What follows belongs to an exercise in optimizing a design on an open flow for small area; a production flow would make more cautious choices.
Where RTL was checked, it was by simulation tests only, not by an equivalence proof against the original.
The clock port is modelled as an ideal driver, which makes a skipped or thinned clock tree look cheaper than it is; a real chip needs a root buffer or a tree.
Power is estimated from default activity; no workload was simulated.

==> v17: inputs <==
==> flow/design.v (excerpt) <==
module main(
    input clk,
    input rst,
    input btnl,
    input btnd,
    input btnr,
    input btnp,
    input [3:0] speed,
    output [7:0] led,
    output [6:0] seg,
    output [3:0] an
    );
make LEC_CHECK=0 CAP_MARGIN=20 CORE_MARGIN=2 CORE_UTILIZATION=70 CTS_BUF_LIST=sky130_fd_sc_hd__clkbuf_8 CTS_CLUSTER_SIZE=30 SLEW_MARGIN=20 finish   # period 10.0 ns
run.sh (not shown) runs the stock make flow with config.mk's settings and CLKGATE_MAP_FILE= SYNTH_SCRIPT=/design/flow/synth_recipe.tcl, a recipe that flattens the netlist after the stock synthesis.
==> inputs of v3, as changes to v17 <==
- CORE_UTILIZATION: 70 -> 40
- CTS_BUF_LIST: sky130_fd_sc_hd__clkbuf_8 -> sky130_fd_sc_hd__clkbuf_4
- CTS_CLUSTER_SIZE: 30 -> default
==> results.txt <==
- In v3 the register-to-register slack is higher than in v17, by 0.12 ns.
- Cell count: v3 is larger than v17 (11%).
- In synthesized cell count, v3 and v17 do not differ.
- In v3 the final area is higher than in v17, by about 0.4%.
- In sequential power, v17 and v3 hardly differ.
- Clock-buffer cell count: v17 is lower than v3 (2).
- Between v17 and v3, the lower hold slack is in v3 (gap 0.0017 ns).
- Of v3 and v17, v17 has the higher setup slack (gap 0.14 ns).
- Of v3 and v17, v17 has the higher total power (gap 2.5%, measured against v17).
- In area after synthesis, v17 and v3 do not differ.
- Of v3 and v17, v3 has the higher clock skew (gap 0.0010 ns).
==> figures <==
Wire length on met1: v3 4.48 mm; v17 4.32 mm
Cell Pwr Density: v3 173 nW/um2; v17 178 nW/um2
Area post-placement: v3 6280 um2; v17 6190 um2
Number of antenna violations at the first check in global routing: v3 1; v17 0
Ratio of layout area to synthesized area: v3 1.125x; v17 1.121x
HPWL after DPL: v3 6.84 mm; v17 6.65 mm
Library cell used as clock root buffer: v3 sky130_fd_sc_hd__clkbuf_4; v17 sky130_fd_sc_hd__clkbuf_8
Slew @ Worst Pin: v3 0.780 ns; v17 0.620 ns
Seq area share: v3 49.5%; v17 49.7%
Share of final-layout standard cells stronger than drive strength 1: v3 6.75%; v17 6.90%
Average detailed-routed wire length per instance: v3 11.7 um; v17 12.9 um
ClkCell Share: v3 4.80%; v17 5.77%
Comb. pwr: v3 0.0738 mW; v17 0.0736 mW
Wire length of the first global-routing pass: v3 17.3 mm; v17 16.1 mm
Proportion of power drawn by flip-flops and latches: v3 57.5%; v17 56.0%
Relative slew margins: v3 48.0%; v17 58.1%
Placed cells: v3 774; v17 696
Via count of the first global-routing pass: v3 4002; v17 3712
Worst EP arrival: v3 2.52 ns; v17 2.38 ns
Proportion of final cell area spent on non-clock buffers: v3 3.87%; v17 4.07%
Result of the run: v3 no timing/DRC/antenna violations; v17 no timing/DRC/antenna violations
Slack of the worst reg-to-reg path: v3 7.45 ns; v17 7.33 ns
Combined global-route utilization of all metal layers: v3 13.3%; v17 22.7%


==> 04-15 <==
Another version of the RTL of main (not shown whole).
Settings: LEC_CHECK=0, CAP_MARGIN=20, CORE_MARGIN=2, CORE_UTILIZATION=60, SLEW_MARGIN=20; clock period 10.0 ns.
standard.sh (not shown) runs the stock make flow with config.mk's settings and CLKGATE_MAP_FILE= SYNTH_SCRIPT=/design/flow/synth_recipe.tcl, a recipe that flattens the netlist after the stock synthesis.
==> flow/flow/run.sh <==
#!/bin/bash
# Own flow: the standard flow, with three changes to how the layout is made:
#  1. after the standard synthesis (standard.sh synth, unchanged), the gates
#     between the flip-flops are re-mapped by ABC for area with a few scripts
#     (remap.tcl; every flip-flop instance is kept as it is, same name and
#     cell), in two rounds (the second starts from the first's smallest); the
#     smallest result that Yosys proves equivalent to the standard netlist
#     (equiv.tcl) replaces it; if none is proven, the standard one stays;
#  2. port buffers are the smallest buffer (buf_1) instead of the default;
#  3. the clock tree is built by cts.tcl instead of ORFS's CTS: the clock
#     port drives one root buffer, which drives a few leaf buffers, each at
#     the centre of a cluster of flip-flops and driving that cluster, each
#     sized to the smallest that keeps its flip-flops' clock slew in bounds.
# Each tool's full output goes to a log file in the work folder.
set -euo pipefail
WORK=$(pwd)
FLOWDIR=$WORK/flow
export RES=$WORK/orfs/results/${FLOW_PLATFORM}/main/base

bash standard.sh synth > $WORK/log_synth.txt 2>&1
cp $RES/1_2_yosys.v $RES/1_2_yosys_std.v

cands=""
# round 1 from the standard netlist, round 2 from round 1's smallest
IN=$RES/1_2_yosys_std.v
for round in 1 2; do
  for s in $FLOWDIR/m*.abc; do
    t=r${round}$(basename $s .abc)
    if FLOWDIR=$FLOWDIR IN=$IN TAG=$t ABC_SCRIPT=$s yosys -c $FLOWDIR/remap.tcl > $WORK/log_remap_$t.txt 2>&1; then
      a=$(awk '/Chip area/ {print $NF}' $RES/remap_$t.txt)
      cands="$cands$a $t"$'\n'
    fi
  done
  best=$(echo "$cands" | sort -g | awk 'NF==2 {print $2; exit}')
  [[ -n "$best" ]] && IN=$RES/remap_$best.v
done
echo "$cands" > $WORK/log_remap_areas.txt
chosen=""
for t in $(echo "$cands" | sort -g | awk 'NF==2 {print $2}'); do
  if CAND=$RES/remap_$t.v yosys -c $FLOWDIR/equiv.tcl > $WORK/log_equiv_$t.txt 2>&1; then
    chosen=$t
    break
  fi
done
if [[ -n "$chosen" ]]; then
  cp $RES/remap_$chosen.v $RES/1_2_yosys.v
  rm -f $RES/1_synth.odb $RES/1_synth.sdc
  echo "using re-mapped netlist $chosen"
else
  echo "no re-map proven; using the standard netlist"
fi

export BUFFER_PORTS_ARGS="-buffer_cell sky130_fd_sc_hd__buf_1"
bash standard.sh place > $WORK/log_place.txt 2>&1
FLOWDIR=$FLOWDIR CLK_LEAVES=18 CLK_LEAF_BUF=sky130_fd_sc_hd__clkbuf_8 CLK_ROOT_BUF=sky130_fd_sc_hd__clkbuf_4 CLK_SLEW_TARGET=0.110 \
  openroad -no_init -exit $FLOWDIR/cts.tcl > $WORK/log_cts.txt 2>&1
bash standard.sh finish > $WORK/log_finish.txt 2>&1
==> flow/flow/cts.tcl <==
# Clock tree step, in place of ORFS's CTS: reads the placed design, builds a
# two-level clock tree by hand (clocktree.tcl), legalises it, repairs hold and
# writes the results under the names ORFS's later steps read.
set plat $::env(FLOW_HOME)/platforms/sky130hd
set res $::env(RES)
read_lef $plat/lef/sky130_fd_sc_hd.tlef
read_lef $plat/lef/sky130_fd_sc_hd_merged.lef
read_liberty $plat/lib/sky130_fd_sc_hd__tt_025C_1v80.lib
read_db $res/3_place.odb
read_sdc $res/3_place.sdc
source $plat/setRC.tcl
set_dont_use {sky130_fd_sc_hd__lpflow_bleeder_1 sky130_fd_sc_hd__lpflow_clkbufkapwr_1 sky130_fd_sc_hd__lpflow_clkbufkapwr_16 sky130_fd_sc_hd__lpflow_clkbufkapwr_2 sky130_fd_sc_hd__lpflow_clkbufkapwr_4 sky130_fd_sc_hd__lpflow_clkbufkapwr_8 sky130_fd_sc_hd__lpflow_clkinvkapwr_1 sky130_fd_sc_hd__lpflow_clkinvkapwr_16 sky130_fd_sc_hd__lpflow_clkinvkapwr_2 sky130_fd_sc_hd__lpflow_clkinvkapwr_4 sky130_fd_sc_hd__lpflow_clkinvkapwr_8 sky130_fd_sc_hd__lpflow_decapkapwr_12 sky130_fd_sc_hd__lpflow_decapkapwr_3 sky130_fd_sc_hd__lpflow_decapkapwr_4 sky130_fd_sc_hd__lpflow_decapkapwr_6 sky130_fd_sc_hd__lpflow_decapkapwr_8 sky130_fd_sc_hd__lpflow_inputiso0n_1 sky130_fd_sc_hd__lpflow_inputiso0p_1 sky130_fd_sc_hd__lpflow_inputiso1n_1 sky130_fd_sc_hd__lpflow_inputiso1p_1 sky130_fd_sc_hd__lpflow_inputisolatch_1 sky130_fd_sc_hd__lpflow_isobufsrc_1 sky130_fd_sc_hd__lpflow_isobufsrc_16 sky130_fd_sc_hd__lpflow_isobufsrc_2 sky130_fd_sc_hd__lpflow_isobufsrc_4 sky130_fd_sc_hd__lpflow_isobufsrc_8 sky130_fd_sc_hd__lpflow_isobufsrckapwr_16 sky130_fd_sc_hd__lpflow_lsbuf_lh_hl_isowell_tap_1 sky130_fd_sc_hd__lpflow_lsbuf_lh_hl_isowell_tap_2 sky130_fd_sc_hd__lpflow_lsbuf_lh_hl_isowell_tap_4 sky130_fd_sc_hd__lpflow_lsbuf_lh_isowell_4 sky130_fd_sc_hd__lpflow_lsbuf_lh_isowell_tap_1 sky130_fd_sc_hd__lpflow_lsbuf_lh_isowell_tap_2 sky130_fd_sc_hd__lpflow_lsbuf_lh_isowell_tap_4 sky130_fd_sc_hd__probe_p_8 sky130_fd_sc_hd__probec_p_8 }
source $::env(FLOWDIR)/clocktree.tcl
build_clock_tree $::env(CLK_LEAVES) $::env(CLK_LEAF_BUF) $::env(CLK_ROOT_BUF)
detailed_placement
set_propagated_clock [all_clocks]
estimate_parasitics -placement
size_leaves $::env(CLK_LEAVES) $::env(CLK_SLEW_TARGET) {sky130_fd_sc_hd__clkbuf_1 sky130_fd_sc_hd__clkbuf_2 sky130_fd_sc_hd__clkbuf_4 sky130_fd_sc_hd__clkbuf_8 sky130_fd_sc_hd__clkbuf_16}
detailed_placement
estimate_parasitics -placement
report_clock_skew
report_worst_slack -max
report_worst_slack -min
repair_timing -hold
detailed_placement
check_placement -verbose
estimate_parasitics -placement
report_worst_slack -max
report_worst_slack -min
set worst 0
foreach pin [get_pins -hierarchical */CLK] {
  set s [get_property $pin slew_max]
  if {$s > $worst} {set worst $s}
}
puts "worst flip-flop clock pin slew (estimate): $worst"
write_db $res/4_1_cts.odb
write_sdc -no_timestamp $res/4_cts.sdc
Other scripts of this flow, unchanged in this note and not shown: flow/flow/clocktree.tcl, flow/flow/downsize.txt, flow/flow/equiv.tcl, flow/flow/m1.abc, flow/flow/m2.abc, flow/flow/m3.abc, flow/flow/m4.abc, flow/flow/m5.abc, flow/flow/m6.abc, flow/flow/m7.abc, flow/flow/remap.tcl
==> 04-11: changes against 04-15 <==
--- a/flow/flow/run.sh
+++ b/flow/flow/run.sh
@@ -53,5 +53,5 @@
 export BUFFER_PORTS_ARGS="-buffer_cell sky130_fd_sc_hd__buf_1"
 bash standard.sh place > $WORK/log_place.txt 2>&1
-FLOWDIR=$FLOWDIR CLK_LEAVES=18 CLK_LEAF_BUF=sky130_fd_sc_hd__clkbuf_8 CLK_ROOT_BUF=sky130_fd_sc_hd__clkbuf_4 CLK_SLEW_TARGET=0.110 \
+FLOWDIR=$FLOWDIR CLK_LEAVES=12 CLK_LEAF_BUF=sky130_fd_sc_hd__clkbuf_8 CLK_ROOT_BUF=sky130_fd_sc_hd__clkbuf_8 CLK_SLEW_TARGET=0.110 \
   openroad -no_init -exit $FLOWDIR/cts.tcl > $WORK/log_cts.txt 2>&1
 bash standard.sh finish > $WORK/log_finish.txt 2>&1
--- a/flow/flow/cts.tcl
+++ b/flow/flow/cts.tcl
@@ -16,5 +16,5 @@
 set_propagated_clock [all_clocks]
 estimate_parasitics -placement
-size_leaves $::env(CLK_LEAVES) $::env(CLK_SLEW_TARGET) {sky130_fd_sc_hd__clkbuf_1 sky130_fd_sc_hd__clkbuf_2 sky130_fd_sc_hd__clkbuf_4 sky130_fd_sc_hd__clkbuf_8 sky130_fd_sc_hd__clkbuf_16}
+size_leaves $::env(CLK_LEAVES) $::env(CLK_SLEW_TARGET) {sky130_fd_sc_hd__clkbuf_2 sky130_fd_sc_hd__clkbuf_4 sky130_fd_sc_hd__clkbuf_8 sky130_fd_sc_hd__clkbuf_16}
 detailed_placement
 estimate_parasitics -placement
==> comparison table <==
metric	04-15	04-11
Run status	finished clean	finished clean
Final hold slack	359 ps	381 ps
Combinational power share	0.053	0.052
Worst path setup slack after routing	5440 ps	5590 ps
Power spent charging and discharging nets	217 uW	215 uW
Post-detailed-route wirelength per cell	11.1 um	11.1 um
Crit path largest cell delay	380 ps	410 ps
# fillers	691	687
Met2 wire len	3890 um	3820 um
Met3 Use GR	0.0246	0.0166
Post-route core utilization	0.669	0.671
Length of the first detailed-routing pass in iterations	5	4
Sw Ratio	0.224	0.219
Layout cells sized above 1	0.0341	0.0250
Post-route standard cell area excluding fillers	0.00556 mm^2	0.00557 mm^2
In every run of this note, the design's own scripts or RTL, not TritonCTS, make the clock network.


==> run a: inputs <==
Another version of the RTL of main (not shown whole).
==> module Comparador, before the edit <==
module Comparador(
    input clk,
    input rst,
    input [3:0] dinero,
    input [3:0] d,
    output reg ok,
    output reg [3:0] cambio
    );
wire [3:0] t = dinero;
wire ge3 = t[3] | t[2] | (t[1] & t[0]);
wire ge4 = t[3] | t[2];
wire ge5 = t[3] | (t[2] & (t[1] | t[0]));
wire ge7 = t[3] | (t[2] & t[1] & t[0]);
wire hit = (d[0] & ge3) | (d[1] & ge4) | (d[2] & ge5) | (d[3] & ge7);
wire [3:0] precio = {1'b0, d[1] | d[2] | d[3], d[0] | d[3], d[0] | d[2] | d[3]};
always @(posedge clk) begin
	ok     <= ~rst & hit;
	cambio <= hit ? t - precio : 4'd0;
end
endmodule
==> module SelectBebida, before the edit <==
module SelectBebida(
    input [3:0] switches,
    output [3:0] d,
    output [2:0] c_type
    );
wire lo = switches[0] | switches[1];
wire hi = switches[2] | switches[3];
assign d[0] = switches[0] & ~switches[1] & ~hi;
assign d[1] = switches[1] & ~switches[0] & ~hi;
assign d[2] = switches[2] & ~switches[3] & ~lo;
assign d[3] = switches[3] & ~switches[2] & ~lo;
assign c_type = {d[3], d[1] | d[2], d[0] | d[2]};
endmodule
==> module main, before the edit <==
module main(
    input clk,
    input rst,
    input btnl,
    input btnd,
    input btnr,
    input btnp,
    input [3:0] speed,
    output [7:0] led,
    output [6:0] seg,
    output [3:0] an
    );
wire [3:0] bebida;
wire [3:0] total;
wire [3:0] cambio;
wire reset_wire;
wire cobrar_wire;
wire cancel_wire;
wire hundred_wire;
wire five_hundred_wire;
wire [2:0] c_type;
wire [3:0] drink;        
wire [2:0] c_type_saved;
wire t_expired;
wire [2:0] ing_type;
wire [1:0] t_value;
wire start_timer;
wire ok;
localparam DB_N = 10, DB_K = 6;
localparam DIV_W = 12, DIV_K = 10;
localparam [DIV_W-1:0] DIV_TERM = 12'h742;
localparam SEG_N = 10, SEG_K = 6;
assign led[1:0] = 2'b00;
Debouncer #(.N(DB_N), .K(DB_K)) coffee      (.clk(clk), .rst(rst), .signal(speed[0]), .signal_state(bebida[0]), .signal_up());
Debouncer #(.N(DB_N), .K(DB_K)) coffee_milk (.clk(clk), .rst(rst), .signal(speed[1]), .signal_state(bebida[1]), .signal_up());
Debouncer #(.N(DB_N), .K(DB_K)) cappuc      (.clk(clk), .rst(rst), .signal(speed[2]), .signal_state(bebida[2]), .signal_up());
Debouncer #(.N(DB_N), .K(DB_K)) mocca       (.clk(clk), .rst(rst), .signal(speed[3]), .signal_state(bebida[3]), .signal_up());
Debouncer #(.N(DB_N), .K(DB_K)) cancel      (.clk(clk), .rst(rst), .signal(btnd), .signal_state(cancel_wire), .signal_up());
Debouncer #(.N(DB_N), .K(DB_K)) reset       (.clk(clk), .rst(rst), .signal(btnp), .signal_state(reset_wire), .signal_up());
Debouncer #(.N(DB_N), .K(DB_K)) hundred_coin      (.clk(clk), .rst(rst), .signal(btnl), .signal_state(), .signal_up(hundred_wire));
Debouncer #(.N(DB_N), .K(DB_K)) five_hundred_coin (.clk(clk), .rst(rst), .signal(btnr), .signal_state(), .signal_up(five_hundred_wire));
SelectBebida selector(.switches(bebida), .d(drink), .c_type(c_type));
Comparador comparador (.clk(clk), .rst(rst), .dinero(total), .d(drink), .cambio(cambio), .ok(ok));
Contador monedero(.clk(clk), .rst(rst), .one(hundred_wire), .five(five_hundred_wire),
	.reset(cancel_wire | cobrar_wire), .total(total));
temporizador #(.W(DIV_W), .K(DIV_K), .TERM(DIV_TERM)) temp(.clk(clk), .rst(rst), .value(t_value), .start_timer(start_timer),
	.led_blink(led[2]), .t_expired(t_expired));
TimeSelector time_select(.c_type(c_type_saved), .ing_type(ing_type), .t_value(t_value));
FSM fsm(.clk(clk), .rst(rst), .ok(ok), .c_type(c_type), .t_expired(t_expired), .reset(reset_wire),
	.ing_type(ing_type), .start_timer(start_timer), .ingredientes(led[7:3]), .cobrar(cobrar_wire),
	.c_type_saved(c_type_saved));
seven_segment #(.N(SEG_N), .K(SEG_K)) seven_seg(.clk(clk), .rst(rst), .in((cambio != 4'd0) ? cambio : total), .seg(seg), .an(an));
endmodule
==> flow/config.mk <==
export PLATFORM = sky130hd
export DESIGN_NAME = main
export DESIGN_NICKNAME = main
export VERILOG_FILES = /design/flow/design.v
export SDC_FILE = /design/flow/constraint.sdc
export NUM_CORES = 4
export LEC_CHECK = 0
export CAP_MARGIN = 20
export CORE_MARGIN = 2
export CORE_UTILIZATION = 60
export SLEW_MARGIN = 20
==> flow/constraint.sdc <==
create_clock -name core_clock -period 10.0 [get_ports {clk}]
set_input_delay 2.0000 -clock core_clock [delete_from_list [all_inputs] [get_ports {clk}]]
set_output_delay 2.0000 -clock core_clock [all_outputs]
set_load 0.01 [all_outputs]
==> flow/flow/run.sh <==
#!/bin/bash
# Own flow: the standard flow, with three changes to how the layout is made:
#  1. after the standard synthesis (standard.sh synth, unchanged), the gates
#     between the flip-flops are re-mapped by ABC for area with a few scripts
#     (remap.tcl; every flip-flop instance is kept as it is, same name and
#     cell), in two rounds (the second starts from the first's smallest); the
#     smallest result that Yosys proves equivalent to the standard netlist
#     (equiv.tcl) replaces it; if none is proven, the standard one stays;
#  2. port buffers are the smallest buffer (buf_1) instead of the default;
#  3. the clock tree is built by cts.tcl instead of ORFS's CTS: the clock
#     port drives one root buffer, which drives a few leaf buffers, each at
#     the centre of a cluster of flip-flops and driving that cluster, each
#     sized to the smallest that keeps its flip-flops' clock slew in bounds.
# Each tool's full output goes to a log file in the work folder.
set -euo pipefail
WORK=$(pwd)
FLOWDIR=$WORK/flow
export RES=$WORK/orfs/results/${FLOW_PLATFORM}/main/base

bash standard.sh synth > $WORK/log_synth.txt 2>&1
cp $RES/1_2_yosys.v $RES/1_2_yosys_std.v

cands=""
# round 1 from the standard netlist, round 2 from round 1's smallest
IN=$RES/1_2_yosys_std.v
for round in 1 2; do
  for s in $FLOWDIR/m*.abc; do
    t=r${round}$(basename $s .abc)
    if FLOWDIR=$FLOWDIR IN=$IN TAG=$t ABC_SCRIPT=$s yosys -c $FLOWDIR/remap.tcl > $WORK/log_remap_$t.txt 2>&1; then
      a=$(awk '/Chip area/ {print $NF}' $RES/remap_$t.txt)
      cands="$cands$a $t"$'\n'
    fi
  done
  best=$(echo "$cands" | sort -g | awk 'NF==2 {print $2; exit}')
  [[ -n "$best" ]] && IN=$RES/remap_$best.v
done
echo "$cands" > $WORK/log_remap_areas.txt
chosen=""
for t in $(echo "$cands" | sort -g | awk 'NF==2 {print $2}'); do
  if CAND=$RES/remap_$t.v yosys -c $FLOWDIR/equiv.tcl > $WORK/log_equiv_$t.txt 2>&1; then
    chosen=$t
    break
  fi
done
if [[ -n "$chosen" ]]; then
  cp $RES/remap_$chosen.v $RES/1_2_yosys.v
  rm -f $RES/1_synth.odb $RES/1_synth.sdc
  echo "using re-mapped netlist $chosen"
else
  echo "no re-map proven; using the standard netlist"
fi

export BUFFER_PORTS_ARGS="-buffer_cell sky130_fd_sc_hd__buf_1"
bash standard.sh place > $WORK/log_place.txt 2>&1
FLOWDIR=$FLOWDIR CLK_LEAVES=18 CLK_LEAF_BUF=sky130_fd_sc_hd__clkbuf_8 CLK_ROOT_BUF=sky130_fd_sc_hd__clkbuf_8 CLK_SLEW_TARGET=0.110 \
  openroad -no_init -exit $FLOWDIR/cts.tcl > $WORK/log_cts.txt 2>&1
bash standard.sh finish > $WORK/log_finish.txt 2>&1
Other scripts of this flow, unchanged in this note and not shown: flow/flow/clocktree.tcl, flow/flow/cts.tcl, flow/flow/downsize.txt, flow/flow/equiv.tcl, flow/flow/m1.abc, flow/flow/m2.abc, flow/flow/m3.abc, flow/flow/m4.abc, flow/flow/m5.abc, flow/flow/m6.abc, flow/flow/m7.abc, flow/flow/remap.tcl
==> inputs of run b, as changes to run a <==
--- a/flow/design.v
+++ b/flow/design.v
@@ -133,3 +133,3 @@
     input [3:0] dinero,
-    input [3:0] d,
+    input [2:0] c_type,
     output reg ok,
@@ -137,12 +137,15 @@
     );
-wire [3:0] t = dinero;
-wire ge3 = t[3] | t[2] | (t[1] & t[0]);
-wire ge4 = t[3] | t[2];
-wire ge5 = t[3] | (t[2] & (t[1] | t[0]));
-wire ge7 = t[3] | (t[2] & t[1] & t[0]);
-wire hit = (d[0] & ge3) | (d[1] & ge4) | (d[2] & ge5) | (d[3] & ge7);
-wire [3:0] precio = {1'b0, d[1] | d[2] | d[3], d[0] | d[3], d[0] | d[2] | d[3]};
+reg [3:0] precio;
+always @(*)
+	case(c_type)
+		3'b001: precio = 4'd3;
+		3'b010: precio = 4'd4;
+		3'b011: precio = 4'd5;
+		3'b100: precio = 4'd7;
+		default: precio = 4'd0;
+	endcase
+wire hit = (precio != 4'd0) && (dinero >= precio);
 always @(posedge clk) begin
 	ok     <= ~rst & hit;
-	cambio <= hit ? t - precio : 4'd0;
+	cambio <= hit ? dinero - precio : 4'd0;
 end
@@ -163,12 +166,14 @@
     input [3:0] switches,
-    output [3:0] d,
-    output [2:0] c_type
+    output reg [2:0] c_type
     );
-wire lo = switches[0] | switches[1];
-wire hi = switches[2] | switches[3];
-assign d[0] = switches[0] & ~switches[1] & ~hi;
-assign d[1] = switches[1] & ~switches[0] & ~hi;
-assign d[2] = switches[2] & ~switches[3] & ~lo;
-assign d[3] = switches[3] & ~switches[2] & ~lo;
-assign c_type = {d[3], d[1] | d[2], d[0] | d[2]};
+always @(*)
+begin
+	case (switches)
+		4'b0001 : c_type = 3'b001;
+		4'b0010 : c_type = 3'b010;
+		4'b0100 : c_type = 3'b011;
+		4'b1000 : c_type = 3'b100;
+		default : c_type = 3'b000;
+	endcase
+end
 endmodule
@@ -287,3 +292,2 @@
 wire [2:0] c_type;
-wire [3:0] drink;        
 wire [2:0] c_type_saved;
@@ -307,4 +311,4 @@
 Debouncer #(.N(DB_N), .K(DB_K)) five_hundred_coin (.clk(clk), .rst(rst), .signal(btnr), .signal_state(), .signal_up(five_hundred_wire));
-SelectBebida selector(.switches(bebida), .d(drink), .c_type(c_type));
-Comparador comparador (.clk(clk), .rst(rst), .dinero(total), .d(drink), .cambio(cambio), .ok(ok));
+SelectBebida selector(.switches(bebida), .c_type(c_type));
+Comparador comparador (.clk(clk), .rst(rst), .dinero(total), .c_type(c_type), .cambio(cambio), .ok(ok));
 Contador monedero(.clk(clk), .rst(rst), .one(hundred_wire), .five(five_hundred_wire),
==> qor summary <==
item	run b	run a
Status	finished clean	finished clean
Netlist area before placement	5160 sq um	5180 sq um
Worst max-slew margin expressed relative to the limit	46.8%	57.2%
Power drawn by the clock network	0.265 mW	0.264 mW
Critical path's largest stage delay	0.41 ns	0.37 ns
Switching power	0.217 mW	0.198 mW
Internal power	0.754 mW	0.738 mW
Data arrival time at the worst-slack endpoint	2.44 ns	2.27 ns
Post-route cell area	5560 sq um	5570 sq um
Met2 wire length	3830 um	3860 um
Synthesized instance count	598	595
Crit. path cell count	10	9
Nonclk inv count	66	71
Met3 Usage GRT	2.46%	2.75%
Slew at the pin with the worst max-slew slack	0.789 ns	0.637 ns
Fraction of final layout cells sized beyond drive strength 1	3.41%	3.43%
Signed area change from the synthesized netlist to the final layout	7.58%	7.48%
Final #Nets	657	654
Final cell utilization of the core	66.9%	67.1%
Origin of the worst setup path	seven_seg.deco.v$_SDFFE_PP0P_	seven_seg.deco.p[1]$_SDFFE_PP0P_
Routed wire length per instance	11.1 um	11.3 um
Post-layout total power	0.971 mW	0.935 mW
Seq pwr	0.655 mW	0.642 mW
Post-route setup slack	5.56 ns	5.73 ns
Minimum setup slack after placement	6.02 ns	5.96 ns
No functional check of the RTL was part of run a. In every run of this note, the design's own scripts or RTL, not TritonCTS, make the clock network.

-- static timing again, ports no longer ideal --
The results above use ideal ports. As a check the final layouts listed here were re-extracted and re-timed, cells and wires unchanged. Step 1 assumes that a clkbuf_16 drives the clock port and a buf_2 every other input. Step 2, shift: input delay + t, output delay - t, t = (earliest + latest rising clock arrival at the registers) / 2. This alone moves slack from input paths to output paths. a / b / c = ideal / step 1 / step 2; a / b = the first two.
run | t (ns) | slack for setup (ns) | hold WS [ns] | worst setup path after step 2
v17 | 0.459 | 5.622 / 5.588 / 6.011 | 0.378 / 0.378 / 0.378 | input to register
v3 | 0.554 | 5.484 / 5.452 / 6.006 | 0.376 / 0.376 / 0.376 | register to output
04-15 | 0.552 | 5.439 / 5.411 / 5.963 | 0.359 / 0.358 / 0.358 | register to output
04-11 | 0.433 | 5.594 / 5.564 / 5.997 | 0.381 / 0.381 / 0.381 | register to output
run a | 0.428 | 5.725 / 5.694 / 5.981 | 0.357 / 0.357 / 0.357 | input to register
run b | 0.438 | 5.562 / 5.532 / 5.970 | 0.367 / 0.367 / 0.367 | register to output
After both steps every run listed still meets setup and hold.
